Background: an optimization exercise with open tools, aiming at small area and a short achievable clock period. Do not read the settings as production practice.
The RTL was checked by simulation tests, not by an equivalence proof against the original design.

==> indigo <==
==> flow/design.v (excerpt) <==
module cordicsqrt (
    input [15:0] N,
    input clk, in_valid,
    output [15:0] sqrt,
    output out_valid
  );
  wire [0:0] v = in_valid;
  wire [3:0] idx = N_q1[15] ? 4'd0 : N_q1[14] ? 4'd1 : N_q1[13] ? 4'd2 : N_q1[12] ? 4'd3 : N_q1[11] ? 4'd4 : N_q1[10] ? 4'd5 : N_q1[9] ? 4'd6 : N_q1[8] ? 4'd7 : N_q1[7] ? 4'd8 : N_q1[6] ? 4'd9 : N_q1[5] ? 4'd10 : N_q1[4] ? 4'd11 : N_q1[3] ? 4'd12 : N_q1[2] ? 4'd13 : N_q1[1] ? 4'd14 : N_q1[0] ? 4'd15 : 4'd0;
  wire [0:0] z = ~|N_q1;
  wire [15:0] nsh = N_q1 << idx;
  wire [12:0] m = nsh[14:2];
  wire [0:0] par = idx[0];
  wire [3:0] sh = z ? 4'd15 : (({1'b0,idx} + 5'd1) >> 1);
  wire [12:0] xr0_op_1 = m_q2;
  wire [12:0] xr0_op_2 = m_q2;
  wire [12:0] xr0_op_3 = m_q2;
  wire [12:0] xr0_op_4 = m_q2;
  wire [12:0] xr0_op_5 = m_q2;
  wire [12:0] xr0_op_6 = m_q2;
  wire xr0_ha_7_s = xr0_op_1[10] ^ xr0_op_2[4];
  wire xr0_ha_7_c = xr0_op_1[10] & xr0_op_2[4];
  wire xr0_ha_8_s = xr0_op_1[11] ^ xr0_op_2[5];
  ...
Settings: LEC_CHECK=0, CAP_MARGIN=20, CORE_MARGIN=2, CORE_UTILIZATION=40, SLEW_MARGIN=20; clock period 10.0 ns.
standard.sh (not shown) runs the stock make flow with config.mk's settings and CLKGATE_MAP_FILE= SYNTH_SCRIPT=/design/flow/synth_recipe.tcl, a recipe that flattens the netlist after the stock synthesis.
==> flow/flow/run.sh <==
#!/bin/bash
set -o pipefail
export SETUP_SLACK_MARGIN=${MARGIN:-6.5}
bash standard.sh > standard.log 2>&1
==> inputs of pepper, as changes to indigo <==
==> flow/run.sh (new file) <==
#!/bin/bash
# synth_recipe.tcl (not shown) runs the flow's synth.tcl, then flattens the netlist and writes it again
# the make line also repeats each setting of config.mk as NAME=value (left out here)
make -C /OpenROAD-flow-scripts/flow DESIGN_CONFIG=/design/flow/config.mk WORK_HOME=/design/flow/orfs CLKGATE_MAP_FILE= SYNTH_SCRIPT=/design/flow/synth_recipe.tcl finish
removed: flow/flow/run.sh
removed: flow/standard.sh
==> comparison table <==
metric                                                                 indigo                    pepper
Result of the run                                     complete, no violations   complete, no violations
Global Route met2 Usage                                                 0.288                     0.285
Arrival time reported for the critical path endpoint                  4.82 ns                   5.28 ns
Slowest library cell on the worst path                  sky130_fd_sc_hd__fa_1  sky130_fd_sc_hd__dfxtp_1
Layout area overhead                                                    13.3%                     11.2%
Fin cells                                                                7233                      7178
Placer Congestion                                                       0.868                     0.857
Hpwl dp                                                              79400 um                  79200 um
Max Clock Freq                                                      0.236 GHz                 0.211 GHz
Hold EP                                                             sh_q11[3]                  c5_q4[0]
Skew final                                                          0.0272 ns                 0.0307 ns
CP startpoint                                                      xr0_q3[14]                xr0_q3[10]
Average via count per standard cell                                      5.05                      5.04
Vias in the first global route                                          36500                     36400
Cell seen most often among critical-path stages         sky130_fd_sc_hd__fa_1    sky130_fd_sc_hd__inv_1
Biggest fanout along the worst timing path                                  3                         6
Global-route track usage on met1                                        0.193                     0.190

==> inputs of 03-11 <==
cordicsqrt, a different RTL version from the one above (not shown whole).
clock: 10.0 ns
lec_check: 0
cap_margin: 20
core_margin: 2
core_utilization: 60
slew_margin: 20
==> flow/flow/run.sh <==
#!/bin/bash
set -o pipefail
export SETUP_SLACK_MARGIN=${MARGIN:-6.9}
export CTS_ARGS="-sink_clustering_enable -repair_clock_nets -sink_clustering_size ${CSIZE:-20} -sink_clustering_max_diameter ${CDIAM:-80} -dont_use_dummy_load -buf_list {sky130_fd_sc_hd__clkbuf_16}"
bash standard.sh > standard.log 2>&1
==> inputs of 12-25, as changes to 03-11 <==
==> flow/flow/run.sh (replaced) <==
#!/bin/bash
set -o pipefail
export SETUP_SLACK_MARGIN=${MARGIN:-7.1}
export CTS_ARGS="-sink_clustering_enable -repair_clock_nets -sink_clustering_size ${CSIZE:-20} -sink_clustering_max_diameter ${CDIAM:-80} -dont_use_dummy_load -buf_list {sky130_fd_sc_hd__clkbuf_16}"
bash standard.sh > standard.log 2>&1
==> out/qor.txt <==
Area grow syn2layout = 7.546%
Initial antenna violation count = 4
First-pass GRT wire length = 171.1 mm
Slew headroom = 0.3870
Status = complete, no violations
Multi-input gate area = 28,460 um2
Required @ worst endpoint = 10.51 ns
Routed WL per cell = 17.30 um
Non-clock buffers = 113
Source of the figures above: 03-11

==> out/qor.txt <==
Slew headroom = 0.2780
Postcts setup bufs = 99
Flop-to-flop setup slack = 6.86 ns
Worst setup path start = ps_fa_q19[10]
First-pass GRT wire length = 174.7 mm
Multi-input gate area = 29,060 um2
Max reg flops = 30
RR Endpoint = res_q20[3]
Status = complete, no violations
Area grow syn2layout = 11.13%
Initial antenna violation count = 3
Routed WL per cell = 17.52 um
Required @ worst endpoint = 10.48 ns
Yosys reg bits = 769
Non-clock buffers = 223
Worst Max-Slew Pin Slew = 1.083 ns
Source of the figures above: 12-25

port drivers added, routing unchanged:
In the flow no input, the clock included, has a driving cell. The finished layouts below were timed again as built, in two steps. Step 1 (the two cells are an assumption about what drives the block):
set clk [get_ports {clk}]
set_driving_cell -lib_cell sky130_fd_sc_hd__clkbuf_16 $clk
set_driving_cell -lib_cell sky130_fd_sc_hd__buf_2 [delete_from_list [all_inputs] $clk]
Step 2 moves the port delays by t, midway between the first and last clock arrival at a register: inputs arrive t later, outputs are due t later. That takes back most of the time a late clock gives input paths. Three values: ideal, step 1, step 2; two values: the first two.
run | t, ns | setup slack, ns | hold WS [ns] | worst data-port slew with drivers (ns)
indigo | 0.758 | 5.754 / 5.754 / 5.754 | 0.309 / 0.309 / 0.309 | 0.03
pepper | 0.733 | 5.271 / 5.271 / 5.271 | 0.320 / 0.320 / 0.320 | 0.03
03-11 | 0.669 | 6.909 / 6.861 / 6.909 | 0.287 / 0.287 / 0.287 | 0.05
12-25 | 0.669 | 6.862 / 6.862 / 6.862 | 0.311 / 0.311 / 0.311 | 0.04
After both steps setup and hold are still met in every run listed.
